What follows belongs to an exercise in optimizing a design on an open flow for small area and a short achievable clock period; a production flow would make more cautious choices.
Function was checked by simulation only, so behaviour that the tests miss may differ from the original.

`constraint.sdc`:
```
create_clock -name core_clock -period 24.0 [get_ports {clock}]
set_input_delay 4.8000 -clock core_clock [delete_from_list [all_inputs] [get_ports {clock}]]
set_output_delay 4.8000 -clock core_clock [all_outputs]
set_load 0.01 [all_outputs]
```
`run.sh`:
```
#!/bin/bash
# synth_recipe.tcl (not shown) runs the flow's synth.tcl, then flattens the netlist and writes it again
# the make line also repeats each setting of config.mk as NAME=value (left out here)
make -C /OpenROAD-flow-scripts/flow DESIGN_CONFIG=/design/flow/config.mk WORK_HOME=/design/flow/orfs CLKGATE_MAP_FILE= SYNTH_SCRIPT=/design/flow/synth_recipe.tcl finish
```
`config.mk`:
```
export PLATFORM = sky130hd
export DESIGN_NAME = uart_circle_area
export DESIGN_NICKNAME = uart_circle_area
export VERILOG_FILES = /design/flow/design.v
export SDC_FILE = /design/flow/constraint.sdc
export NUM_CORES = 4
export LEC_CHECK = 0
export ABC_AREA = 1
export CAP_MARGIN = 20
export CORE_MARGIN = 2
export CORE_UTILIZATION = 40
export SLEW_MARGIN = 20
```
`design.v`:
```
module uart_circle_area (
  input         clock,
  input         reset,
  input         rx_i,
  output [7:0]  rx_data,
  output [31:0] area_o,
  output reg    rx_data_valid,
  output reg    rx_error
);
  localparam IDLE = 2'd0, DATA = 2'd1, CHECK_STOP = 2'd2, ERROR = 2'd3;
  reg [1:0]  state;
  reg [2:0]  cnt;
  reg [7:0]  shift;
  reg [17:0] acc;
  always @(posedge clock) begin
    if (reset) begin
      state <= IDLE;
      cnt <= 3'd0;
      shift <= 8'd0;
      rx_data_valid <= 1'b0;
      rx_error <= 1'b0;
    end else begin
      rx_error <= (state == ERROR);
      case (state)
        IDLE: begin
          cnt <= 3'd0;
          if (!rx_i) state <= DATA;
        end
        DATA: begin
          cnt <= cnt + 3'd1;
          shift <= {rx_i, shift[7:1]};
          rx_data_valid <= 1'b0;
          if (cnt == 3'd7) state <= CHECK_STOP;
        end
        CHECK_STOP: begin
          rx_data_valid <= rx_i;
          state <= rx_i ? IDLE : ERROR;
        end
        default: begin
          rx_data_valid <= 1'b0;
          if (rx_i) state <= IDLE;
        end
      endcase
    end
  end
  wire [7:0] mask = {cnt != 3'd0, cnt > 3'd1, cnt > 3'd2, cnt > 3'd3,
                     cnt > 3'd4, cnt > 3'd5, cnt > 3'd6, 1'b0};
  wire [7:0] sp   = shift & mask;
  wire [6:0] ahi  = (cnt == 3'd0) ? 7'd0 : acc[17:11];
  wire [8:0] sum  = {2'b00, ahi} + {1'b0, sp} + 9'd128;
  wire [17:0] area;
  kmul u_kmul (.s(acc[17:2]), .a(area));
  wire        in_data = (state == DATA);
  wire [17:0] keep = (state == CHECK_STOP) ? area : acc;
  wire [8:0]  hi0  = in_data ? {2'b00, ahi} : keep[17:9];
  wire [8:0]  lo   = in_data ? acc[10:2] : keep[8:0];
  wire        take = in_data & rx_i;
  always @(posedge clock)
    acc <= {take ? sum : hi0, lo};
  assign rx_data = shift;
  assign area_o  = {14'd0, acc & {18{rx_data_valid}}};
endmodule
module kmul(input [15:0] s, output [17:0] a);
  wire n1 = ~s[8];
  wire n2 = ~s[9];
  wire n3 = ~s[10];
  wire n4 = ~s[11];
  wire n5 = ~s[12];
  wire n6 = ~s[13];
  wire n7 = ~s[14];
  wire n8 = ~s[15];
  wire n9 = ~s[0];
  wire n10 = ~s[2];
  wire n11 = ~s[3];
  wire n12 = ~s[4];
  wire n13 = ~s[5];
  wire n14 = ~s[6];
  wire n15 = ~s[7];
  wire s16 = s[12] ^ s[8];
  wire c17 = s[12] & s[8];
  wire s18 = s[13] ^ s[9];
  wire c19 = s[13] & s[9];
  wire s20 = s[14] ^ s[10] ^ s[7];
  wire c21 = (s[14] & s[10]) | (s[14] & s[7]) | (s[10] & s[7]);
  wire s22 = s[15] ^ s[11] ^ s[8];
  wire c23 = (s[15] & s[11]) | (s[15] & s[8]) | (s[11] & s[8]);
  wire s24 = s[12] ^ s[9];
  wire c25 = s[12] & s[9];
  wire s26 = s[13] ^ s[10];
  wire c27 = s[13] & s[10];
  wire s28 = s[14] ^ s[11];
  wire c29 = s[14] & s[11];
  wire s30 = s[15] ^ s[12];
  wire c31 = s[15] & s[12];
  wire s32 = s[15] ^ n6;
  wire c33 = s[15] & n6;
  wire s34 = s[7] ^ s[3];
  wire c35 = s[7] & s[3];
  wire s36 = s[8] ^ s[4];
  wire c37 = s[8] & s[4];
  wire s38 = s[9] ^ s[5] ^ s[2];
  wire c39 = (s[9] & s[5]) | (s[9] & s[2]) | (s[5] & s[2]);
  wire s40 = s[10] ^ s[6] ^ s[3];
  wire c41 = (s[10] & s[6]) | (s[10] & s[3]) | (s[6] & s[3]);
  wire s42 = s[11] ^ s[7] ^ s[4];
  wire c43 = (s[11] & s[7]) | (s[11] & s[4]) | (s[7] & s[4]);
  wire s44 = s[5] ^ n10 ^ s[0];
  wire c45 = (s[5] & n10) | (s[5] & s[0]) | (n10 & s[0]);
  wire s46 = s[6] ^ n11 ^ s18;
  wire c47 = (s[6] & n11) | (s[6] & s18) | (n11 & s18);
  wire s48 = n12 ^ s[2] ^ s20;
  wire c49 = (n12 & s[2]) | (n12 & s20) | (s[2] & s20);
  wire s50 = n13 ^ s[3] ^ s22;
  wire c51 = (n13 & s[3]) | (n13 & s22) | (s[3] & s22);
  wire s52 = n14 ^ s[4] ^ s24;
  wire c53 = (n14 & s[4]) | (n14 & s24) | (s[4] & s24);
  wire s54 = n15 ^ s[5] ^ s26;
  wire c55 = (n15 & s[5]) | (n15 & s26) | (s[5] & s26);
  wire s56 = n1 ^ s[6] ^ s28;
  wire c57 = (n1 & s[6]) | (n1 & s28) | (s[6] & s28);
  wire s58 = n2 ^ s[7] ^ s30;
  wire c59 = (n2 & s[7]) | (n2 & s30) | (s[7] & s30);
  wire s60 = s[13] ^ n3 ^ s[8];
  wire c61 = (s[13] & n3) | (s[13] & s[8]) | (n3 & s[8]);
  wire s62 = s[14] ^ n4;
  wire c63 = s[14] & n4;
  wire s64 = s[15] ^ n5;
  wire c65 = s[15] & n5;
  wire s66 = s[10] ^ n1;
  wire c67 = s[10] & n1;
  wire s68 = s[11] ^ n2 ^ s[0];
  wire c69 = (s[11] & n2) | (s[11] & s[0]) | (n2 & s[0]);
  wire s70 = s[12] ^ n3;
  wire c71 = s[12] & n3;
  wire s72 = s[13] ^ n4 ^ s[2];
  wire c73 = (s[13] & n4) | (s[13] & s[2]) | (n4 & s[2]);
  wire s74 = s[14] ^ n5 ^ s[3];
  wire c75 = (s[14] & n5) | (s[14] & s[3]) | (n5 & s[3]);
  wire s76 = s[4] ^ s[0] ^ s32;
  wire c77 = (s[4] & s[0]) | (s[4] & s32) | (s[0] & s32);
  wire s78 = n7 ^ s[5] ^ c33;
  wire c79 = (n7 & s[5]) | (n7 & c33) | (s[5] & c33);
  wire s80 = n8 ^ s[6] ^ s[2];
  wire c81 = (n8 & s[6]) | (n8 & s[2]) | (s[6] & s[2]);
  wire s82 = s[0] ^ 1'b1 ^ s34;
  wire c83 = (s[0] & 1'b1) | (s[0] & s34) | (1'b1 & s34);
  wire s84 = 1'b1 ^ s36 ^ c35;
  wire c85 = (1'b1 & s36) | (1'b1 & c35) | (s36 & c35);
  wire s86 = 1'b1 ^ s38 ^ c37;
  wire c87 = (1'b1 & s38) | (1'b1 & c37) | (s38 & c37);
  wire s88 = n9 ^ s40 ^ c39;
  wire c89 = (n9 & s40) | (n9 & c39) | (s40 & c39);
  wire s90 = 1'b1 ^ s42 ^ c41;
  wire c91 = (1'b1 & s42) | (1'b1 & c41) | (s42 & c41);
  wire s92 = s16 ^ s44 ^ c43;
  wire c93 = (s16 & s44) | (s16 & c43) | (s44 & c43);
  wire s94 = c17 ^ s46 ^ c45;
  wire c95 = (c17 & s46) | (c17 & c45) | (s46 & c45);
  wire s96 = c19 ^ s48 ^ c47;
  wire c97 = (c19 & s48) | (c19 & c47) | (s48 & c47);
  wire s98 = c21 ^ s50 ^ c49;
  wire c99 = (c21 & s50) | (c21 & c49) | (s50 & c49);
  wire s100 = c23 ^ s52 ^ c51;
  wire c101 = (c23 & s52) | (c23 & c51) | (s52 & c51);
  wire s102 = c25 ^ s54 ^ c53;
  wire c103 = (c25 & s54) | (c25 & c53) | (s54 & c53);
  wire s104 = c27 ^ s56 ^ c55;
  wire c105 = (c27 & s56) | (c27 & c55) | (s56 & c55);
  wire s106 = c29 ^ s58 ^ c57;
  wire c107 = (c29 & s58) | (c29 & c57) | (s58 & c57);
  wire s108 = c31 ^ s60 ^ c59;
  wire c109 = (c31 & s60) | (c31 & c59) | (s60 & c59);
  wire s110 = s[9] ^ s62 ^ c61;
  wire c111 = (s[9] & s62) | (s[9] & c61) | (s62 & c61);
  wire s112 = s[10] ^ s64 ^ c63;
  wire c113 = (s[10] & s64) | (s[10] & c63) | (s64 & c63);
  wire s114 = n6 ^ s[11] ^ c65;
  wire c115 = (n6 & s[11]) | (n6 & c65) | (s[11] & c65);
  wire s116 = n7 ^ s[12];
  wire c117 = n7 & s[12];
  wire s118 = n8 ^ s[13];
  wire c119 = n8 & s[13];
  wire s120 = s[14] ^ 1'b1;
  wire c121 = s[14] & 1'b1;
  wire s122 = s[15] ^ 1'b1;
  wire c123 = s[15] & 1'b1;
  wire s124 = 1'b1 ^ s66;
  wire c125 = 1'b1 & s66;
  wire s126 = s68 ^ c67 ^ c125;
  wire c127 = (s68 & c67) | (s68 & c125) | (c67 & c125);
  wire s128 = s70 ^ c69 ^ c127;
  wire c129 = (s70 & c69) | (s70 & c127) | (c69 & c127);
  wire s130 = s72 ^ c71 ^ c129;
  wire c131 = (s72 & c71) | (s72 & c129) | (c71 & c129);
  wire s132 = s74 ^ c73 ^ c131;
  wire c133 = (s74 & c73) | (s74 & c131) | (c73 & c131);
  wire s134 = s76 ^ c75 ^ c133;
  wire c135 = (s76 & c75) | (s76 & c133) | (c75 & c133);
  wire s136 = s78 ^ c77 ^ c135;
  wire c137 = (s78 & c77) | (s78 & c135) | (c77 & c135);
  wire s138 = s80 ^ c79 ^ c137;
  wire c139 = (s80 & c79) | (s80 & c137) | (c79 & c137);
  wire s140 = s82 ^ c81 ^ c139;
  wire c141 = (s82 & c81) | (s82 & c139) | (c81 & c139);
  wire s142 = s84 ^ c83 ^ c141;
  wire c143 = (s84 & c83) | (s84 & c141) | (c83 & c141);
  wire s144 = s86 ^ c85 ^ c143;
  wire c145 = (s86 & c85) | (s86 & c143) | (c85 & c143);
  wire s146 = s88 ^ c87 ^ c145;
  wire c147 = (s88 & c87) | (s88 & c145) | (c87 & c145);
  wire s148 = s90 ^ c89 ^ c147;
  wire c149 = (s90 & c89) | (s90 & c147) | (c89 & c147);
  wire s150 = s92 ^ c91 ^ c149;
  wire c151 = (s92 & c91) | (s92 & c149) | (c91 & c149);
  wire s152 = s94 ^ c93 ^ c151;
  wire c153 = (s94 & c93) | (s94 & c151) | (c93 & c151);
  wire s154 = s96 ^ c95 ^ c153;
  wire c155 = (s96 & c95) | (s96 & c153) | (c95 & c153);
  wire s156 = s98 ^ c97 ^ c155;
  wire c157 = (s98 & c97) | (s98 & c155) | (c97 & c155);
  wire s158 = s100 ^ c99 ^ c157;
  wire c159 = (s100 & c99) | (s100 & c157) | (c99 & c157);
  wire s160 = s102 ^ c101 ^ c159;
  wire c161 = (s102 & c101) | (s102 & c159) | (c101 & c159);
  wire s162 = s104 ^ c103 ^ c161;
  wire c163 = (s104 & c103) | (s104 & c161) | (c103 & c161);
  wire s164 = s106 ^ c105 ^ c163;
  wire c165 = (s106 & c105) | (s106 & c163) | (c105 & c163);
  wire s166 = s108 ^ c107 ^ c165;
  wire c167 = (s108 & c107) | (s108 & c165) | (c107 & c165);
  wire s168 = s110 ^ c109 ^ c167;
  wire c169 = (s110 & c109) | (s110 & c167) | (c109 & c167);
  wire s170 = s112 ^ c111 ^ c169;
  wire c171 = (s112 & c111) | (s112 & c169) | (c111 & c169);
  wire s172 = s114 ^ c113 ^ c171;
  wire c173 = (s114 & c113) | (s114 & c171) | (c113 & c171);
  wire s174 = s116 ^ c115 ^ c173;
  wire c175 = (s116 & c115) | (s116 & c173) | (c115 & c173);
  wire s176 = s118 ^ c117 ^ c175;
  wire c177 = (s118 & c117) | (s118 & c175) | (c117 & c175);
  wire s178 = s120 ^ c119 ^ c177;
  wire c179 = (s120 & c119) | (s120 & c177) | (c119 & c177);
  wire s180 = s122 ^ c121 ^ c179;
  wire c181 = (s122 & c121) | (s122 & c179) | (c121 & c179);
  assign a = {s180, s178, s176, s174, s172, s170, s168, s166, s164, s162, s160, s158, s156, s154, s152, s150, s148, s146};
endmodule
```
==> results of run 1 <==
-- path summary, 6_finish.rpt --
path         slack, ps        to     start  cells past startpoint
max              14750   acc[17]   acc[15]                     35
min                510  shift[5]  shift[5]                      2
max reg2reg      14750   acc[17]   acc[15]                     35
min reg2reg        510  shift[5]  shift[5]                      2
-- cells in the final DEF, fill, tap and decap left out --
| cell type | count |
|---|---|
| nor3_1 | 1 |
| clkbuf_8 | 6 |
| o22ai_1 | 3 |
| a21oi_1 | 14 |
| edfxtp_1 | 18 |
| clkdlybuf4s50_1 | 30 |
| nand3_1 | 10 |
| inv_1 | 116 |
| clkbuf_1 | 2 |
| a22oi_1 | 5 |
| nand2_1 | 88 |
| o21ai_0 | 19 |
| o31ai_1 | 1 |
| dfxtp_1 | 15 |
| o21ai_1 | 4 |
| nor2_1 | 28 |
| a211oi_1 | 2 |
| o21bai_1 | 1 |
| nor3b_1 | 1 |
| fa_1 | 51 |
| xnor2_1 | 1 |
| ha_1 | 38 |
| or2_2 | 2 |
| a21boi_0 | 1 |
| inv_2 | 2 |
| nor2_2 | 1 |
| conb_1 | 14 |
| o22ai_2 | 1 |
-- final cells by class --
type,count,share of cell area (%)
well taps,111,3.32
multi-input cells,286,56.6
flip-flops and latches,33,20.1
clock buffers,8,2.16
inverters,118,10.6
repair buffers,30,7.19
-- state kept, by name (all words and copies together), names as in the netlist --
register / count
rx_error: 1
rx_data_valid: 1
shift: 8
acc: 18
state: 2
cnt: 3
-- per-stage QoR --
stage,cell area (um^2),utilization (%)
after global routing,4180,45.7
after global placement,4090,44.7
after floorplan,3780,-
final,4180,45.7
after CTS,4180,45.7
after detailed placement,4090,44.7
-- layer usage --
layer	part of all wire, %	routed length [um]	vias up	global-route usage [%]
li1	-	-	1361	-
met1	44	3540	1300	22.6
met2	51	4090	50	30.8
met3	3.1	252	13	2.64
met4	1.9	155	0	4.74
met5	0	0	-	0
-- cell families after synthesis --
group	after synthesis
buffers and inverters	138
AND/OR/NAND/NOR	131
adder cells (fa/ha/maj)	89
AO/OA/AOI/OAI	51
flip-flops	33
XOR/XNOR	1
other	1
-- critical path: cells and delay by family, from the launching register on --
family	cells	cell delay [ps]
flip-flops	1	510
AO/OA/AOI/OAI	1	130
AND/OR/NAND/NOR	10	810
buffers and inverters	5	440
adder cells (fa/ha/maj)	19	7120
==> impl_metrics.toml, run 1 <==
[status]
outcome = "finished clean"

[cts]
cts_tree = "built"
cts.sinks = 33
htreeDepth = 2
cts_hold_buf = 0
clock_latency_ps = 280
cts_resized = 0
root_buffer = "clkbuf_8"
clk_pin_slew_ps = 70
cts_setup_buffers = 0
clockBufferDepth = 2
cts_buffers = 5

[grt]
grt_first_pass_wirelength_um = 13800
grt_overflow = 0
track_usage_pct = 17.5
antenna_found_initial = 0
grt_max_degree = 38
grt_pass1_vias = 2780

[drt]
wl_per_cell_um = 13.7
drtAntennaViolNets = 0
via_per_inst = 4.65
routed_wl_um = 8040
drtPass1Iterations = 4
vias = 2724
drc = 0
first_iter_violations = 135

[placement]
placed_cells = 578
io_buffers = 30
globalplace.congestion = 0.896
hpwl_um = 6660
post-place-ws_ps = 14690

[logic_synthesis]
synth-async-reset-ratio_pct = 0
syn_inst = 444
synthSimpleGateAreaFrac_pct = 13.8
synth-compound-area-share_pct = 7.80
synth_top_family_by_area = "adder cells"
ys.flop_type = "edfxtp_1"
synth.top_cell.area_share_pct = 27.3
synth_seq_cells = 33
synth.largest_area_cell = "fa_1"
synth.distinct_cells = 27
synth_edf_count = 18
syn_area_um2 = 3740
synth.area.top_cells = "fa_1 27%, edfxtp_1 14%, ha_1 13%"
yosysWarnings = 1
ys_top_cells_by_count = "116 x inv_1, 88 x nand2_1, 51 x fa_1"
synth.avg_cell_area_um2 = 8.41
synth_fa_ha_area_share_pct = 40.1
synthMuxAreaShare_pct = 0
yosysMostFrequentCell = "inv_1"
seq_area_frac_synth_pct = 22.5
synth-xor-area-share_pct = 0.234

[layout]
syn_to_final_growth_pct = 11.9
nFillCells = 893
nets = 566
instances_no_fill = 586
multi_input_comb_area_um2 = 2370
layout-drive-gt1-share_pct = 2.53
n_antenna_cell = 0
seq_area_um2 = 841

[hold_path]
hp-class = "flop to flop"

[timing]
max_freq_mhz = 108
rsz0062_at_grt = "no"
maxSlewHeadroom_pct = 44.5
whs_ps = 509
maxSlewViolCount = 0
clock_skew_ps = 3.02
setup_viol = 0
final.min_clock_period_ps = 9250
min_period_over_period_pct = 38.6
worst_slew_pin_slew_ps = 833
timing_hold_violations_final = 0
tns_ps = 0
finalWorstSetupSlack_ps = 14750

[floorplanning]
dieArea_um2 = 10100
fp.coreArea_um2 = 9150
start_util_pct = 40.8
die_h_um = 101
io_pins = 45
rows = 35
die_x_um = 101

[worst_setup_path]
cp.arrival_ps = 9300
cp_slowest_stage_delay_ps = 510
crit_path_start_kind = "flop"
path_max_fanout = 7
cp_slowest_cell = "edfxtp_1"
cp.required_ps = 24050
cpMostUsedCell = "fa_1"
cp-end-kind = "flop"
crit_type = "flop to flop"

[flow_run]
cap_violations = 0
==> run 2, diff against run 1 <==
--- a/design.v
+++ b/design.v
@@ -186,61 +186,149 @@
   wire c123 = s[15] & 1'b1;
-  wire s124 = 1'b1 ^ s66;
-  wire c125 = 1'b1 & s66;
-  wire s126 = s68 ^ c67 ^ c125;
-  wire c127 = (s68 & c67) | (s68 & c125) | (c67 & c125);
-  wire s128 = s70 ^ c69 ^ c127;
-  wire c129 = (s70 & c69) | (s70 & c127) | (c69 & c127);
-  wire s130 = s72 ^ c71 ^ c129;
-  wire c131 = (s72 & c71) | (s72 & c129) | (c71 & c129);
-  wire s132 = s74 ^ c73 ^ c131;
-  wire c133 = (s74 & c73) | (s74 & c131) | (c73 & c131);
-  wire s134 = s76 ^ c75 ^ c133;
-  wire c135 = (s76 & c75) | (s76 & c133) | (c75 & c133);
-  wire s136 = s78 ^ c77 ^ c135;
-  wire c137 = (s78 & c77) | (s78 & c135) | (c77 & c135);
-  wire s138 = s80 ^ c79 ^ c137;
-  wire c139 = (s80 & c79) | (s80 & c137) | (c79 & c137);
-  wire s140 = s82 ^ c81 ^ c139;
-  wire c141 = (s82 & c81) | (s82 & c139) | (c81 & c139);
-  wire s142 = s84 ^ c83 ^ c141;
-  wire c143 = (s84 & c83) | (s84 & c141) | (c83 & c141);
-  wire s144 = s86 ^ c85 ^ c143;
-  wire c145 = (s86 & c85) | (s86 & c143) | (c85 & c143);
-  wire s146 = s88 ^ c87 ^ c145;
-  wire c147 = (s88 & c87) | (s88 & c145) | (c87 & c145);
-  wire s148 = s90 ^ c89 ^ c147;
-  wire c149 = (s90 & c89) | (s90 & c147) | (c89 & c147);
-  wire s150 = s92 ^ c91 ^ c149;
-  wire c151 = (s92 & c91) | (s92 & c149) | (c91 & c149);
-  wire s152 = s94 ^ c93 ^ c151;
-  wire c153 = (s94 & c93) | (s94 & c151) | (c93 & c151);
-  wire s154 = s96 ^ c95 ^ c153;
-  wire c155 = (s96 & c95) | (s96 & c153) | (c95 & c153);
-  wire s156 = s98 ^ c97 ^ c155;
-  wire c157 = (s98 & c97) | (s98 & c155) | (c97 & c155);
-  wire s158 = s100 ^ c99 ^ c157;
-  wire c159 = (s100 & c99) | (s100 & c157) | (c99 & c157);
-  wire s160 = s102 ^ c101 ^ c159;
-  wire c161 = (s102 & c101) | (s102 & c159) | (c101 & c159);
-  wire s162 = s104 ^ c103 ^ c161;
-  wire c163 = (s104 & c103) | (s104 & c161) | (c103 & c161);
-  wire s164 = s106 ^ c105 ^ c163;
-  wire c165 = (s106 & c105) | (s106 & c163) | (c105 & c163);
-  wire s166 = s108 ^ c107 ^ c165;
-  wire c167 = (s108 & c107) | (s108 & c165) | (c107 & c165);
-  wire s168 = s110 ^ c109 ^ c167;
-  wire c169 = (s110 & c109) | (s110 & c167) | (c109 & c167);
-  wire s170 = s112 ^ c111 ^ c169;
-  wire c171 = (s112 & c111) | (s112 & c169) | (c111 & c169);
-  wire s172 = s114 ^ c113 ^ c171;
-  wire c173 = (s114 & c113) | (s114 & c171) | (c113 & c171);
-  wire s174 = s116 ^ c115 ^ c173;
-  wire c175 = (s116 & c115) | (s116 & c173) | (c115 & c173);
-  wire s176 = s118 ^ c117 ^ c175;
-  wire c177 = (s118 & c117) | (s118 & c175) | (c117 & c175);
-  wire s178 = s120 ^ c119 ^ c177;
-  wire c179 = (s120 & c119) | (s120 & c177) | (c119 & c177);
-  wire s180 = s122 ^ c121 ^ c179;
-  wire c181 = (s122 & c121) | (s122 & c179) | (c121 & c179);
-  assign a = {s180, s178, s176, s174, s172, s170, s168, s166, s164, s162, s160, s158, s156, s154, s152, s150, s148, s146};
+  wire g124 = 1'b1 & s66;
+  wire p125 = 1'b1 ^ s66;
+  wire g126 = s68 & c67;
+  wire p127 = s68 ^ c67;
+  wire g128 = s70 & c69;
+  wire p129 = s70 ^ c69;
+  wire g130 = s72 & c71;
+  wire p131 = s72 ^ c71;
+  wire g132 = s74 & c73;
+  wire p133 = s74 ^ c73;
+  wire g134 = s76 & c75;
+  wire p135 = s76 ^ c75;
+  wire g136 = s78 & c77;
+  wire p137 = s78 ^ c77;
+  wire g138 = s80 & c79;
+  wire p139 = s80 ^ c79;
+  wire g140 = s82 & c81;
+  wire p141 = s82 ^ c81;
+  wire g142 = s84 & c83;
+  wire p143 = s84 ^ c83;
+  wire g144 = s86 & c85;
+  wire p145 = s86 ^ c85;
+  wire g146 = s88 & c87;
+  wire p147 = s88 ^ c87;
+  wire g148 = s90 & c89;
+  wire p149 = s90 ^ c89;
+  wire g150 = s92 & c91;
+  wire p151 = s92 ^ c91;
+  wire g152 = s94 & c93;
+  wire p153 = s94 ^ c93;
+  wire g154 = s96 & c95;
+  wire p155 = s96 ^ c95;
+  wire g156 = s98 & c97;
+  wire p157 = s98 ^ c97;
+  wire g158 = s100 & c99;
+  wire p159 = s100 ^ c99;
+  wire g160 = s102 & c101;
+  wire p161 = s102 ^ c101;
+  wire g162 = s104 & c103;
+  wire p163 = s104 ^ c103;
+  wire g164 = s106 & c105;
+  wire p165 = s106 ^ c105;
+  wire g166 = s108 & c107;
+  wire p167 = s108 ^ c107;
+  wire g168 = s110 & c109;
+  wire p169 = s110 ^ c109;
+  wire g170 = s112 & c111;
+  wire p171 = s112 ^ c111;
+  wire g172 = s114 & c113;
+  wire p173 = s114 ^ c113;
+  wire g174 = s116 & c115;
+  wire p175 = s116 ^ c115;
+  wire g176 = s118 & c117;
+  wire p177 = s118 ^ c117;
+  wire g178 = s120 & c119;
+  wire p179 = s120 ^ c119;
+  wire g180 = s122 & c121;
+  wire p181 = s122 ^ c121;
+  wire G182 = g126 | (p127 & g124);
+  wire G183 = g130 | (p131 & g128);
+  wire P184 = p131 & p129;
+  wire G185 = g134 | (p135 & g132);
+  wire P186 = p135 & p133;
+  wire G187 = g138 | (p139 & g136);
+  wire P188 = p139 & p137;
+  wire G189 = g142 | (p143 & g140);
+  wire P190 = p143 & p141;
+  wire G191 = g146 | (p147 & g144);
+  wire P192 = p147 & p145;
+  wire G193 = g150 | (p151 & g148);
+  wire P194 = p151 & p149;
+  wire G195 = g154 | (p155 & g152);
+  wire P196 = p155 & p153;
+  wire G197 = g158 | (p159 & g156);
+  wire P198 = p159 & p157;
+  wire G199 = g162 | (p163 & g160);
+  wire P200 = p163 & p161;
+  wire G201 = g166 | (p167 & g164);
+  wire P202 = p167 & p165;
+  wire G203 = g170 | (p171 & g168);
+  wire P204 = p171 & p169;
+  wire G205 = g174 | (p175 & g172);
+  wire P206 = p175 & p173;
+  wire G207 = g178 | (p179 & g176);
+  wire P208 = p179 & p177;
+  wire G209 = G183 | (P184 & G182);
+  wire G210 = G187 | (P188 & G185);
+  wire P211 = P188 & P186;
+  wire G212 = G191 | (P192 & G189);
+  wire P213 = P192 & P190;
+  wire G214 = G195 | (P196 & G193);
+  wire P215 = P196 & P194;
+  wire G216 = G199 | (P200 & G197);
+  wire P217 = P200 & P198;
+  wire G218 = G203 | (P204 & G201);
+  wire P219 = P204 & P202;
+  wire G220 = G207 | (P208 & G205);
+  wire P221 = P208 & P206;
+  wire G222 = G210 | (P211 & G209);
+  wire G223 = G214 | (P215 & G212);
+  wire P224 = P215 & P213;
+  wire G225 = G218 | (P219 & G216);
+  wire P226 = P219 & P217;
+  wire G227 = G223 | (P224 & G222);
+  wire G228 = G225 | (P226 & G227);
+  wire G229 = G212 | (P213 & G222);
+  wire G230 = G216 | (P217 & G227);
+  wire G231 = G220 | (P221 & G228);
+  wire G232 = G185 | (P186 & G209);
+  wire G233 = G189 | (P190 & G222);
+  wire G234 = G193 | (P194 & G229);
+  wire G235 = G197 | (P198 & G227);
+  wire G236 = G201 | (P202 & G230);
+  wire G237 = G205 | (P206 & G228);
+  wire G238 = g128 | (p129 & G182);
+  wire G239 = g132 | (p133 & G209);
+  wire G240 = g136 | (p137 & G232);
+  wire G241 = g140 | (p141 & G222);
+  wire G242 = g144 | (p145 & G233);
+  wire G243 = g148 | (p149 & G229);
+  wire G244 = g152 | (p153 & G234);
+  wire G245 = g156 | (p157 & G227);
+  wire G246 = g160 | (p161 & G235);
+  wire G247 = g164 | (p165 & G230);
+  wire G248 = g168 | (p169 & G236);
+  wire G249 = g172 | (p173 & G228);
+  wire G250 = g176 | (p177 & G237);
+  wire G251 = g180 | (p181 & G231);
+  wire x252 = p147 ^ G242;
+  wire x253 = p149 ^ G229;
+  wire x254 = p151 ^ G243;
+  wire x255 = p153 ^ G234;
+  wire x256 = p155 ^ G244;
+  wire x257 = p157 ^ G227;
+  wire x258 = p159 ^ G245;
+  wire x259 = p161 ^ G235;
+  wire x260 = p163 ^ G246;
+  wire x261 = p165 ^ G230;
+  wire x262 = p167 ^ G247;
+  wire x263 = p169 ^ G236;
+  wire x264 = p171 ^ G248;
+  wire x265 = p173 ^ G228;
+  wire x266 = p175 ^ G249;
+  wire x267 = p177 ^ G237;
+  wire x268 = p179 ^ G250;
+  wire x269 = p181 ^ G231;
+  assign a = {x269, x268, x267, x266, x265, x264, x263, x262, x261, x260, x259, x258, x257, x256, x255, x254, x253, x252};
 endmodule
==> impl_metrics.toml, run 2 <==
[cts]
cts_buffers = 5
cts_resized = 0
root_buffer = "clkbuf_8"
cts_setup_buffers = 0
cts_hold_buf = 0
htreeDepth = 2
cts_tree = "built"
clock_latency_ps = 300
clk_pin_slew_ps = 70
clockBufferDepth = 2
cts.sinks = 33

[worst_setup_path]
cp_slowest_cell = "dfxtp_1"
cp_slowest_stage_delay_ps = 840
cp_cell_sequence = "nand2_1 > inv_1 > clkdlybuf4s50_1"
crit_type = "flop to output port"
cp.arrival_ps = 1850
cp-end-kind = "output port"
crit_path_start_kind = "flop"
path_max_fanout = 20
cp.required_ps = 19200

[drt]
via_per_inst = 4.72
drtPass1Iterations = 4
drtAntennaViolNets = 0
vias = 3175
drc = 0
first_iter_violations = 107
wl_per_cell_um = 13.3
routed_wl_um = 8920

[grt]
grt_first_pass_wirelength_um = 15900
grt_max_degree = 34
grt_overflow = 0
track_usage_pct = 17.9
grt_pass1_vias = 3370
antenna_found_initial = 0

[logic_synthesis]
synth_fa_ha_area_share_pct = 39.6
synth-xor-area-share_pct = 2.10
ys.flop_type = "edfxtp_1"
synthSimpleGateAreaFrac_pct = 14.0
syn_area_um2 = 4170
yosysMostFrequentCell = "inv_1"
synthMuxAreaShare_pct = 0.270
synth_seq_cells = 33
yosysWarnings = 1
syn_inst = 504
synth.largest_area_cell = "fa_1"
synth.distinct_cells = 35
synth.avg_cell_area_um2 = 8.28
ys_top_cells_by_count = "116 x inv_1, 81 x nand2_1, 65 x ha_1"
synth_top_family_by_area = "adder cells"
synth.area.top_cells = "fa_1 20%, ha_1 19%, edfxtp_1 13%"
synth_edf_count = 18
synth-compound-area-share_pct = 9.71
synth-async-reset-ratio_pct = 0
seq_area_frac_synth_pct = 20.1
synth.top_cell.area_share_pct = 20.1

[floorplanning]
start_util_pct = 40.8
die_h_um = 106
io_pins = 45
fp.coreArea_um2 = 10200
dieArea_um2 = 11300
rows = 37
die_x_um = 106

[timing]
rsz0062_at_grt = "no"
timing_hold_violations_final = 0
min_period_over_period_pct = 27.7
clock_skew_ps = 11.3
maxSlewHeadroom_pct = 42.7
max_freq_mhz = 150
final.min_clock_period_ps = 6650
setup_viol = 0
tns_ps = 0
maxSlewViolCount = 0
finalWorstSetupSlack_ps = 17350
worst_slew_pin_slew_ps = 859

[placement]
globalplace.congestion = 0.861
post-place-ws_ps = 17640
place_area_um2 = 4560
hpwl_um = 7250
io_buffers = 30

[layout]
regMostFlops = "acc"
mostFrequentLayoutCell = "inv_1"
multi_input_comb_area_um2 = 2800
layout-drive-gt1-share_pct = 4.10
nFillCells = 1011
n_antenna_cell = 0
largestRegisters = "acc x18, shift x8, cnt x3"
layout_common_cells = "116 x inv_1, 81 x nand2_1, 65 x ha_1"
fin_util_pct = 45.5
nets = 645
seq_area_um2 = 841
syn_to_final_growth_pct = 11.5
stdcell_area_um2 = 4650
largest_register_ffs = 18

[status]
outcome = "finished clean"

[hold_path]
hp-class = "flop to flop"

[flow_run]
cap_violations = 0
[run 2: cell types whose count changed after synthesis, moves of 5 or more]
cell | before | now
ha_1 | 38 | 65
a21oi_1 | 14 | 26
fa_1 | 51 | 42
nand2_1 | 88 | 81
o21ai_0 | 19 | 26
nor2_1 | 28 | 34
buf_2 | 6 | 1
xnor2_1 | 1 | 6
[run 2: layout make-up]
type / instances / share of cell area, %
clock inverter: 1 / 0.134
clock buffer: 7 / 1.85
sequential: 33 / 18.1
tap: 136 / 3.66
multi-input combinational: 345 / 60.1
timing repair buffer: 31 / 6.61
inverter: 119 / 9.60
[run 2: final timing paths]
| kind | start | end | slack (ps) | depth (start not counted) |
|---|---|---|---|---|
| setup / recovery | rx_data_valid | area_o[13] | 17350 | 3 |
| hold / removal | shift[3] | shift[3] | 520 | 2 |
| setup reg to reg | acc[16] | acc[10] | 19440 | 16 |
| hold reg to reg | shift[3] | shift[3] | 520 | 2 |
[run 2: routing by layer]
| metal | wire length, um | vias to the layer above | share of wire [%] | track usage, % |
|---|---|---|---|---|
| met3 | 289 | 15 | 3.2 | 2.82 |
| met5 | 0 | - | 0 | 0 |
| li1 | - | 1609 | - | - |
| met2 | 4590 | 59 | 51 | 32.2 |
| met4 | 180 | 0 | 2.0 | 5.83 |
| met1 | 3860 | 1492 | 43 | 21.8 |
[run 2: critical path: cells and delay by family (launching register included)]
kind	cells	cell delay (ps)
flip-flops	1	840
AND/OR/NAND/NOR	1	110
buffers and inverters	2	620
[run 2: through the flow]
stage	hold slack, ps	std cells
3_5_place_dp	498	664
3_3_place_gp	487	664
4_1_cts	519	672
5_1_grt	537	672
2_1_floorplan	486	517
6_report	518	672
[run 2: kinds of logic (layout without fill, tap and decap cells)]
family / Yosys count / count (layout)
XOR/XNOR: 10 / 10
other: 1 / 14
adder cells (fa/ha/maj): 107 / 107
multiplexers: 1 / 1
AND/OR/NAND/NOR: 141 / 141
flip-flops: 33 / 33
AO/OA/AOI/OAI: 72 / 72
buffers and inverters: 139 / 158
==> run 3, diff against run 2 <==
--- a/design.v
+++ b/design.v
@@ -9,7 +9,11 @@
 );
-  localparam IDLE = 2'd0, DATA = 2'd1, CHECK_STOP = 2'd2, ERROR = 2'd3;
-  reg [1:0]  state;
-  reg [2:0]  cnt;
+  localparam IDLE = 4'b0000, CHECK_STOP = 4'b0001, ERROR = 4'b0010;
+  reg [3:0]  state;
   reg [7:0]  shift;
   reg [17:0] acc;
+  reg [2:0]  vg;
+  wire       in_data = state[3];
+  wire [2:0] cnt     = state[2:0];
+  wire       in_cs   = (state == CHECK_STOP);
+  wire       in_idle = (state == IDLE);
   always @(posedge clock) begin
@@ -17,5 +21,5 @@
       state <= IDLE;
-      cnt <= 3'd0;
       shift <= 8'd0;
       rx_data_valid <= 1'b0;
+      vg <= 3'b000;
       rx_error <= 1'b0;
@@ -23,22 +27,16 @@
       rx_error <= (state == ERROR);
-      case (state)
-        IDLE: begin
-          cnt <= 3'd0;
-          if (!rx_i) state <= DATA;
-        end
-        DATA: begin
-          cnt <= cnt + 3'd1;
-          shift <= {rx_i, shift[7:1]};
-          rx_data_valid <= 1'b0;
-          if (cnt == 3'd7) state <= CHECK_STOP;
-        end
-        CHECK_STOP: begin
-          rx_data_valid <= rx_i;
-          state <= rx_i ? IDLE : ERROR;
-        end
-        default: begin
-          rx_data_valid <= 1'b0;
-          if (rx_i) state <= IDLE;
-        end
-      endcase
+      rx_data_valid <= in_cs ? rx_i : (in_idle & rx_data_valid);
+      vg[0] <= in_cs ? rx_i : (in_idle & vg[0]);
+      vg[1] <= in_cs ? rx_i : (in_idle & vg[1]);
+      vg[2] <= in_cs ? rx_i : (in_idle & vg[2]);
+      if (in_data) begin
+        shift <= {rx_i, shift[7:1]};
+        state <= (cnt == 3'd7) ? CHECK_STOP : state + 4'd1;
+      end else if (in_cs) begin
+        state <= rx_i ? IDLE : ERROR;
+      end else if (in_idle) begin
+        if (!rx_i) state <= 4'b1000;
+      end else begin
+        if (rx_i) state <= IDLE;
+      end
     end
@@ -52,4 +50,3 @@
   kmul u_kmul (.s(acc[17:2]), .a(area));
-  wire        in_data = (state == DATA);
-  wire [17:0] keep = (state == CHECK_STOP) ? area : acc;
+  wire [17:0] keep = in_cs ? area : acc;
   wire [8:0]  hi0  = in_data ? {2'b00, ahi} : keep[17:9];
@@ -60,3 +57,3 @@
   assign rx_data = shift;
-  assign area_o  = {14'd0, acc & {18{rx_data_valid}}};
+  assign area_o  = {14'd0, acc & {{6{vg[2]}}, {6{vg[1]}}, {6{vg[0]}}}};
 endmodule
@@ -245,90 +242,76 @@
   wire G182 = g126 | (p127 & g124);
-  wire G183 = g130 | (p131 & g128);
-  wire P184 = p131 & p129;
-  wire G185 = g134 | (p135 & g132);
-  wire P186 = p135 & p133;
-  wire G187 = g138 | (p139 & g136);
-  wire P188 = p139 & p137;
-  wire G189 = g142 | (p143 & g140);
-  wire P190 = p143 & p141;
-  wire G191 = g146 | (p147 & g144);
-  wire P192 = p147 & p145;
-  wire G193 = g150 | (p151 & g148);
-  wire P194 = p151 & p149;
-  wire G195 = g154 | (p155 & g152);
-  wire P196 = p155 & p153;
-  wire G197 = g158 | (p159 & g156);
-  wire P198 = p159 & p157;
-  wire G199 = g162 | (p163 & g160);
-  wire P200 = p163 & p161;
-  wire G201 = g166 | (p167 & g164);
-  wire P202 = p167 & p165;
-  wire G203 = g170 | (p171 & g168);
-  wire P204 = p171 & p169;
-  wire G205 = g174 | (p175 & g172);
-  wire P206 = p175 & p173;
-  wire G207 = g178 | (p179 & g176);
-  wire P208 = p179 & p177;
-  wire G209 = G183 | (P184 & G182);
-  wire G210 = G187 | (P188 & G185);
-  wire P211 = P188 & P186;
-  wire G212 = G191 | (P192 & G189);
-  wire P213 = P192 & P190;
-  wire G214 = G195 | (P196 & G193);
-  wire P215 = P196 & P194;
-  wire G216 = G199 | (P200 & G197);
-  wire P217 = P200 & P198;
-  wire G218 = G203 | (P204 & G201);
-  wire P219 = P204 & P202;
-  wire G220 = G207 | (P208 & G205);
-  wire P221 = P208 & P206;
-  wire G222 = G210 | (P211 & G209);
-  wire G223 = G214 | (P215 & G212);
-  wire P224 = P215 & P213;
-  wire G225 = G218 | (P219 & G216);
-  wire P226 = P219 & P217;
-  wire G227 = G223 | (P224 & G222);
-  wire G228 = G225 | (P226 & G227);
-  wire G229 = G212 | (P213 & G222);
-  wire G230 = G216 | (P217 & G227);
-  wire G231 = G220 | (P221 & G228);
-  wire G232 = G185 | (P186 & G209);
-  wire G233 = G189 | (P190 & G222);
-  wire G234 = G193 | (P194 & G229);
-  wire G235 = G197 | (P198 & G227);
-  wire G236 = G201 | (P202 & G230);
-  wire G237 = G205 | (P206 & G228);
-  wire G238 = g128 | (p129 & G182);
-  wire G239 = g132 | (p133 & G209);
-  wire G240 = g136 | (p137 & G232);
-  wire G241 = g140 | (p141 & G222);
-  wire G242 = g144 | (p145 & G233);
-  wire G243 = g148 | (p149 & G229);
-  wire G244 = g152 | (p153 & G234);
-  wire G245 = g156 | (p157 & G227);
-  wire G246 = g160 | (p161 & G235);
-  wire G247 = g164 | (p165 & G230);
-  wire G248 = g168 | (p169 & G236);
-  wire G249 = g172 | (p173 & G228);
-  wire G250 = g176 | (p177 & G237);
-  wire G251 = g180 | (p181 & G231);
-  wire x252 = p147 ^ G242;
-  wire x253 = p149 ^ G229;
-  wire x254 = p151 ^ G243;
-  wire x255 = p153 ^ G234;
-  wire x256 = p155 ^ G244;
-  wire x257 = p157 ^ G227;
-  wire x258 = p159 ^ G245;
-  wire x259 = p161 ^ G235;
-  wire x260 = p163 ^ G246;
-  wire x261 = p165 ^ G230;
-  wire x262 = p167 ^ G247;
-  wire x263 = p169 ^ G236;
-  wire x264 = p171 ^ G248;
-  wire x265 = p173 ^ G228;
-  wire x266 = p175 ^ G249;
-  wire x267 = p177 ^ G237;
-  wire x268 = p179 ^ G250;
-  wire x269 = p181 ^ G231;
-  assign a = {x269, x268, x267, x266, x265, x264, x263, x262, x261, x260, x259, x258, x257, x256, x255, x254, x253, x252};
+  wire G183 = g128 | (p129 & G182);
+  wire G184 = g130 | (p131 & G183);
+  wire G185 = g132 | (p133 & G184);
+  wire G186 = g134 | (p135 & G185);
+  wire G187 = g136 | (p137 & G186);
+  wire G188 = g138 | (p139 & G187);
+  wire G189 = g140 | (p141 & G188);
+  wire G190 = g142 | (p143 & G189);
+  wire G191 = g144 | (p145 & G190);
+  wire G192 = g148 | (p149 & g146);
+  wire P193 = p149 & p147;
+  wire G194 = g152 | (p153 & g150);
+  wire P195 = p153 & p151;
+  wire G196 = g156 | (p157 & g154);
+  wire P197 = p157 & p155;
+  wire G198 = g160 | (p161 & g158);
+  wire P199 = p161 & p159;
+  wire G200 = g164 | (p165 & g162);
+  wire P201 = p165 & p163;
+  wire G202 = g168 | (p169 & g166);
+  wire P203 = p169 & p167;
+  wire G204 = g172 | (p173 & g170);
+  wire P205 = p173 & p171;
+  wire G206 = g176 | (p177 & g174);
+  wire P207 = p177 & p175;
+  wire G208 = g180 | (p181 & g178);
+  wire P209 = p181 & p179;
+  wire G210 = G192 | (P193 & G191);
+  wire G211 = G196 | (P197 & G194);
+  wire P212 = P197 & P195;
+  wire G213 = G200 | (P201 & G198);
+  wire P214 = P201 & P199;
+  wire G215 = G204 | (P205 & G202);
+  wire P216 = P205 & P203;
+  wire G217 = G208 | (P209 & G206);
+  wire P218 = P209 & P207;
+  wire G219 = G211 | (P212 & G210);
+  wire G220 = G215 | (P216 & G213);
+  wire P221 = P216 & P214;
+  wire G222 = G220 | (P221 & G219);
+  wire G223 = G213 | (P214 & G219);
+  wire G224 = G217 | (P218 & G222);
+  wire G225 = G194 | (P195 & G210);
+  wire G226 = G198 | (P199 & G219);
+  wire G227 = G202 | (P203 & G223);
+  wire G228 = G206 | (P207 & G222);
+  wire G229 = g146 | (p147 & G191);
+  wire G230 = g150 | (p151 & G210);
+  wire G231 = g154 | (p155 & G225);
+  wire G232 = g158 | (p159 & G219);
+  wire G233 = g162 | (p163 & G226);
+  wire G234 = g166 | (p167 & G223);
+  wire G235 = g170 | (p171 & G227);
+  wire G236 = g174 | (p175 & G222);
+  wire G237 = g178 | (p179 & G228);
+  wire x238 = p147 ^ G191;
+  wire x239 = p149 ^ G229;
+  wire x240 = p151 ^ G210;
+  wire x241 = p153 ^ G230;
+  wire x242 = p155 ^ G225;
+  wire x243 = p157 ^ G231;
+  wire x244 = p159 ^ G219;
+  wire x245 = p161 ^ G232;
+  wire x246 = p163 ^ G226;
+  wire x247 = p165 ^ G233;
+  wire x248 = p167 ^ G223;
+  wire x249 = p169 ^ G234;
+  wire x250 = p171 ^ G227;
+  wire x251 = p173 ^ G235;
+  wire x252 = p175 ^ G222;
+  wire x253 = p177 ^ G236;
+  wire x254 = p179 ^ G228;
+  wire x255 = p181 ^ G237;
+  assign a = {x255, x254, x253, x252, x251, x250, x249, x248, x247, x246, x245, x244, x243, x242, x241, x240, x239, x238};
 endmodule
==> impl_metrics.toml, run 3 <==
[worst_setup_path]
cp-end-kind = "output port"
crit_buf_inv = 2
path_max_fanout = 8
cp.required_ps = 19200
crit_path_start_kind = "flop"
cp_slowest_cell = "edfxtp_1"
crit_type = "flop to output port"
cp.arrival_ps = 1620
critical-path-top-delay-family = "flip-flops"
reg2reg_setup_slack_ps = 19470
cp_cell_sequence = "nand2_1 > inv_1 > clkdlybuf4s50_1"
cp_slowest_stage_delay_ps = 610

[layout]
layout-drive-gt1-share_pct = 6.04
n_antenna_cell = 0
seq_area_um2 = 881
nets = 634
largestRegisters = "acc x18, shift x8, state x4"
largest_register_ffs = 18
stdcell_area_um2 = 4650
layout_common_cells = "109 x inv_1, 84 x nand2_1, 59 x ha_1"
syn_to_final_growth_pct = 11.9
mostFrequentLayoutCell = "inv_1"
nFillCells = 1043
multi_input_comb_area_um2 = 2740
regMostFlops = "acc"

[hold_path]
hp-class = "flop to flop"

[timing]
max_freq_mhz = 156
setup_viol = 0
rsz0062_at_grt = "no"
final.min_clock_period_ps = 6420
maxSlewHeadroom_pct = 33.7
min_period_over_period_pct = 26.7
maxSlewViolCount = 0
tns_ps = 0
clock_skew_ps = 8.89
timing_hold_violations_final = 0
worst_slew_pin_slew_ps = 993

[cts]
clock_latency_ps = 290
cts_tree = "built"
clk_pin_slew_ps = 80
cts_buffers = 5
root_buffer = "clkbuf_8"
cts_hold_buf = 0
cts_resized = 0
cts_setup_buffers = 0
cts.sinks = 35
htreeDepth = 2
clockBufferDepth = 2

[logic_synthesis]
synth.distinct_cells = 32
synth.top_cell.area_share_pct = 20.7
yosysMostFrequentCell = "inv_1"
synth_edf_count = 18
synth-async-reset-ratio_pct = 0
synth.largest_area_cell = "fa_1"
synth.area.top_cells = "fa_1 21%, ha_1 18%, edfxtp_1 13%"
ys_top_cells_by_count = "109 x inv_1, 84 x nand2_1, 59 x ha_1"
syn_inst = 500
seq_area_frac_synth_pct = 21.2
ys.flop_type = "edfxtp_1"
synth_seq_cells = 35
synth.avg_cell_area_um2 = 8.32
yosysWarnings = 1
syn_area_um2 = 4160

[floorplanning]
start_util_pct = 40.8
rows = 37
fp.coreArea_um2 = 10200
io_pins = 45
die_h_um = 106
die_x_um = 106
dieArea_um2 = 11200

[drt]
first_iter_violations = 114
drc = 0
wl_per_cell_um = 13.7
drtPass1Iterations = 4
drtAntennaViolNets = 0
routed_wl_um = 9120
vias = 3102
via_per_inst = 4.66

[grt]
grt_max_degree = 30
antenna_found_initial = 0
grt_pass1_vias = 3273
grt_first_pass_wirelength_um = 15800
grt_overflow = 0
track_usage_pct = 17.8

[flow_run]
cap_violations = 0

[placement]
io_buffers = 30
place_area_um2 = 4550
globalplace.congestion = 0.894
hpwl_um = 7440

[status]
outcome = "finished clean"
## run 3: cell types whose count changed after synthesis, sizes merged, moves of 4 or more
| cell | change |
|---|---|
| ha | -6 |
| nand2 | +9 |
| xnor2 | +5 |
| nor2 | -4 |
## run 3: worst paths after layout
path                 start             to  cells after the start
min reg2reg  rx_data_valid  rx_data_valid                      2
max reg2reg        acc[17]        acc[13]                     19
max                acc[14]     area_o[14]                      3
min          rx_data_valid  rx_data_valid                      2
## run 3: layer usage
metal / vias up / routed length [um] / track usage (%)
li1: 1573 / - / -
met1: 1463 / 4210 / 23.4
met2: 49 / 4480 / 30.4
met3: 17 / 244 / 2.70
met4: 0 / 187 / 5.36
met5: - / 0 / 0
## run 3: worst register-to-register path, cell delays in order (launching register included)
cell and delay [ps]:
edfxtp_1 620, fa_1 520, fa_1 490, inv_1 50, fa_1 490, inv_1 40, ha_1 330, nand2_1 100
nor2_1 50, a211oi_1 310, nand2_4 130, nand2_2 80, nand2_2 60, nand2_1 60, nand2_1 60, fa_1 380
xnor2_1 240, nand2_1 80, o211ai_1 90, o21ai_1 90
## run 3: cell type report
class,count,area share [%]
multi-input cells,337,59.0
flip-flops and latches,35,18.9
inverters,120,9.68
repair buffers,30,6.45
well taps,136,3.66
clock buffers,5,1.48
clock inverters,3,0.834
## run 3: kinds of logic after synthesis
group                    after synthesis  synth area share [%]
XOR/XNOR                              12                  2.53
multiplexers                           1                 0.271
AO/OA/AOI/OAI                         62                  8.43
AND/OR/NAND/NOR                      146                  15.0
buffers and inverters                141                  14.0
adder cells (fa/ha/maj)              102                  38.5
flip-flops                            35                  21.2
other                                  1                0.0902
## run 3: stage by stage
step / utilization (%) / worst slack, ps / hold slack, ps / cells
4_1_cts: 45.7 / 17560 / 474 / 666
2_1_floorplan: - / 18380 / 483 / 513
3_3_place_gp: 44.6 / 17630 / 457 / 658
5_1_grt: 45.7 / 17460 / 505 / 666
3_5_place_dp: 44.6 / 17610 / 462 / 658
6_report: 45.7 / 17580 / 469 / 666
==> run 4, diff against run 3 <==
==> flow/run.sh (new file) <==
#!/bin/bash
# The standard layout (the standard.sh, unchanged synthesis and steps).
# Only difference: the port buffers that global placement inserts on every
# input and output use sky130_fd_sc_hd__buf_2 instead of the resizer's pick.
cp standard.sh standard.sh.txt
export BUFFER_PORTS_ARGS="-buffer_cell sky130_fd_sc_hd__buf_2"
bash standard.sh > standard.log 2>&1
==> standard.sh (new file) <==
#!/bin/bash
# synth_recipe.tcl (not shown) runs the flow's synth.tcl, then flattens the netlist and writes it again
# the make line also repeats each setting of config.mk as NAME=value (left out here)
make -C /OpenROAD-flow-scripts/flow DESIGN_CONFIG=/design/flow/config.mk WORK_HOME=/design/flow/orfs CLKGATE_MAP_FILE= SYNTH_SCRIPT=/design/flow/synth_recipe.tcl "${@:-finish}"
removed: run.sh
==> impl_metrics.toml, run 4 <==
[grt]
grt_first_pass_wirelength_um = 15800
track_usage_pct = 17.7
antenna_found_initial = 0
grt_pass1_vias = 3245
grt_overflow = 0
grt_max_degree = 30

[timing]
worst_slew_pin_slew_ps = 560
min_period_over_period_pct = 25.0
maxSlewViolCount = 0
whs_ps = 466
timing_hold_violations_final = 0
max_freq_mhz = 167
tns_ps = 0
maxSlewHeadroom_pct = 62.6
clock_skew_ps = 9.85
rsz0062_at_grt = "no"
setup_viol = 0
final.min_clock_period_ps = 6000

[floorplanning]
dieArea_um2 = 11200
start_util_pct = 40.8
die_h_um = 106
die_x_um = 106
fp.coreArea_um2 = 10200
io_pins = 45
rows = 37

[logic_synthesis]
synth-compound-area-share_pct = 8.43
synthSimpleGateAreaFrac_pct = 15.0
syn_inst = 500
synth-async-reset-ratio_pct = 0
synth.top_cell.area_share_pct = 20.7
ys_top_cells_by_count = "109 x inv_1, 84 x nand2_1, 59 x ha_1"
yosysWarnings = 1
synthMuxAreaShare_pct = 0.271
synth-xor-area-share_pct = 2.53
synth_seq_cells = 35
synth_top_family_by_area = "adder cells"
seq_area_frac_synth_pct = 21.2
syn_area_um2 = 4160
synth.avg_cell_area_um2 = 8.32
synth.distinct_cells = 32
synth_edf_count = 18
synth.area.top_cells = "fa_1 21%, ha_1 18%, edfxtp_1 13%"
ys.flop_type = "edfxtp_1"
synth_fa_ha_area_share_pct = 38.5
yosysMostFrequentCell = "inv_1"
synth.largest_area_cell = "fa_1"

[layout]
layout_common_cells = "109 x inv_1, 84 x nand2_1, 59 x ha_1"
largest_register_ffs = 18
layout-drive-gt1-share_pct = 11.9
nFillCells = 1052
syn_to_final_growth_pct = 7.88
n_antenna_cell = 0
regMostFlops = "acc"
mostFrequentLayoutCell = "inv_1"
fin_util_pct = 44.0
largestRegisters = "acc x18, shift x8, state x4"
nets = 634

[cts]
clk_pin_slew_ps = 80
cts_resized = 0
cts_setup_buffers = 0
clockBufferDepth = 2
root_buffer = "clkbuf_8"
cts_hold_buf = 0
htreeDepth = 2
cts_buffers = 5
cts.sinks = 35
cts_tree = "built"
clock_latency_ps = 290

[drt]
drtAntennaViolNets = 0
via_per_inst = 4.67
vias = 3113
routed_wl_um = 8930
drc = 0
wl_per_cell_um = 13.4
first_iter_violations = 84
drtPass1Iterations = 4

[worst_setup_path]
crit_type = "flop to output port"
cp.arrival_ps = 1200
path_max_fanout = 8
crit_path_start_kind = "flop"
cp-end-kind = "output port"
cp.required_ps = 19200

[flow_run]
cap_violations = 0

[placement]
globalplace.congestion = 0.895
hpwl_um = 7330
io_buffers = 30

[status]
outcome = "finished clean"

[hold_path]
hp-class = "flop to flop"
-- run 4: worst max-delay path, stage by stage, from the launching register on --
cell and delay [ps]:
edfxtp_1 590, nand2_1 140, inv_1 50, buf_2 130
-- run 4: per-stage QoR --
stage	worst slack (ps)	instances	cell area, um^2
6_report	18000	666	4490
5_1_grt	17880	666	4490
4_1_cts	17980	666	4480
3_5_place_dp	18070	658	4400
3_3_place_gp	18080	658	4400
2_1_floorplan	18380	513	4210
-- run 4: layout make-up --
type,count,area [um^2],area share [%]
Clock buffer,5,68.8,1.53
Clock inverter,3,20.0,0.446
Inverter,120,450,10.0
Multi-Input combinational cell,337,2740,61.2
Sequential cell,35,882,19.7
Tap cell,136,170,3.79
Timing Repair Buffer,30,150,3.35
-- run 4: path summary, 6_finish.rpt --
path	start	end	slack, ps	cells past startpoint
setup / recovery	acc[14]	area_o[14]	18000	3
setup reg to reg	acc[13]	acc[13]	19510	19
hold / removal	rx_data_valid	rx_data_valid	470	2
hold reg to reg	rx_data_valid	rx_data_valid	470	2
-- run 4: cells by family after synthesis --
logic type               count (synthesis)
AND/OR/NAND/NOR                        146
other                                    1
AO/OA/AOI/OAI                           62
flip-flops                              35
multiplexers                             1
adder cells (fa/ha/maj)                102
buffers and inverters                  141
XOR/XNOR                                12
-- run 4: metal layers --
| metal | part of all wire (%) | global-route usage [%] |
|---|---|---|
| met2 | 50 | 31.4 |
| met1 | 45 | 23.0 |
| met5 | 0 | 0 |
| met3 | 3.4 | 2.21 |
| met4 | 1.4 | 4.04 |

[re-timing with driven ports]
The results above use ideal ports. As a check the final layouts listed here were re-extracted and re-timed, cells and wires unchanged. Step 1, drivers: a clkbuf_16 drives clock and a buf_2 each remaining input, both assumed. Step 2 moves the port delays by t, midway between the first and last clock arrival at a register: inputs arrive t later, outputs are due t later. That takes back most of the time a late clock gives input paths. a / b / c = ideal / step 1 / step 2; a / b = the first two.
| run | t (ns) | setup WS [ns] | worst hold slack (ns) |
|---|---|---|---|
| run 1 | 0.309 | 14.746 / 14.746 / 14.746 | 0.509 / 0.509 / 0.509 |
| run 2 | 0.320 | 17.348 / 17.318 / 17.638 | 0.518 / 0.518 / 0.518 |
| run 3 | 0.318 | 17.585 / 17.556 / 17.602 | 0.469 / 0.469 / 0.469 |
| run 4 | 0.321 | 18.002 / 17.970 / 18.101 | 0.466 / 0.466 / 0.466 |
After both steps setup and hold are still met in every run listed.
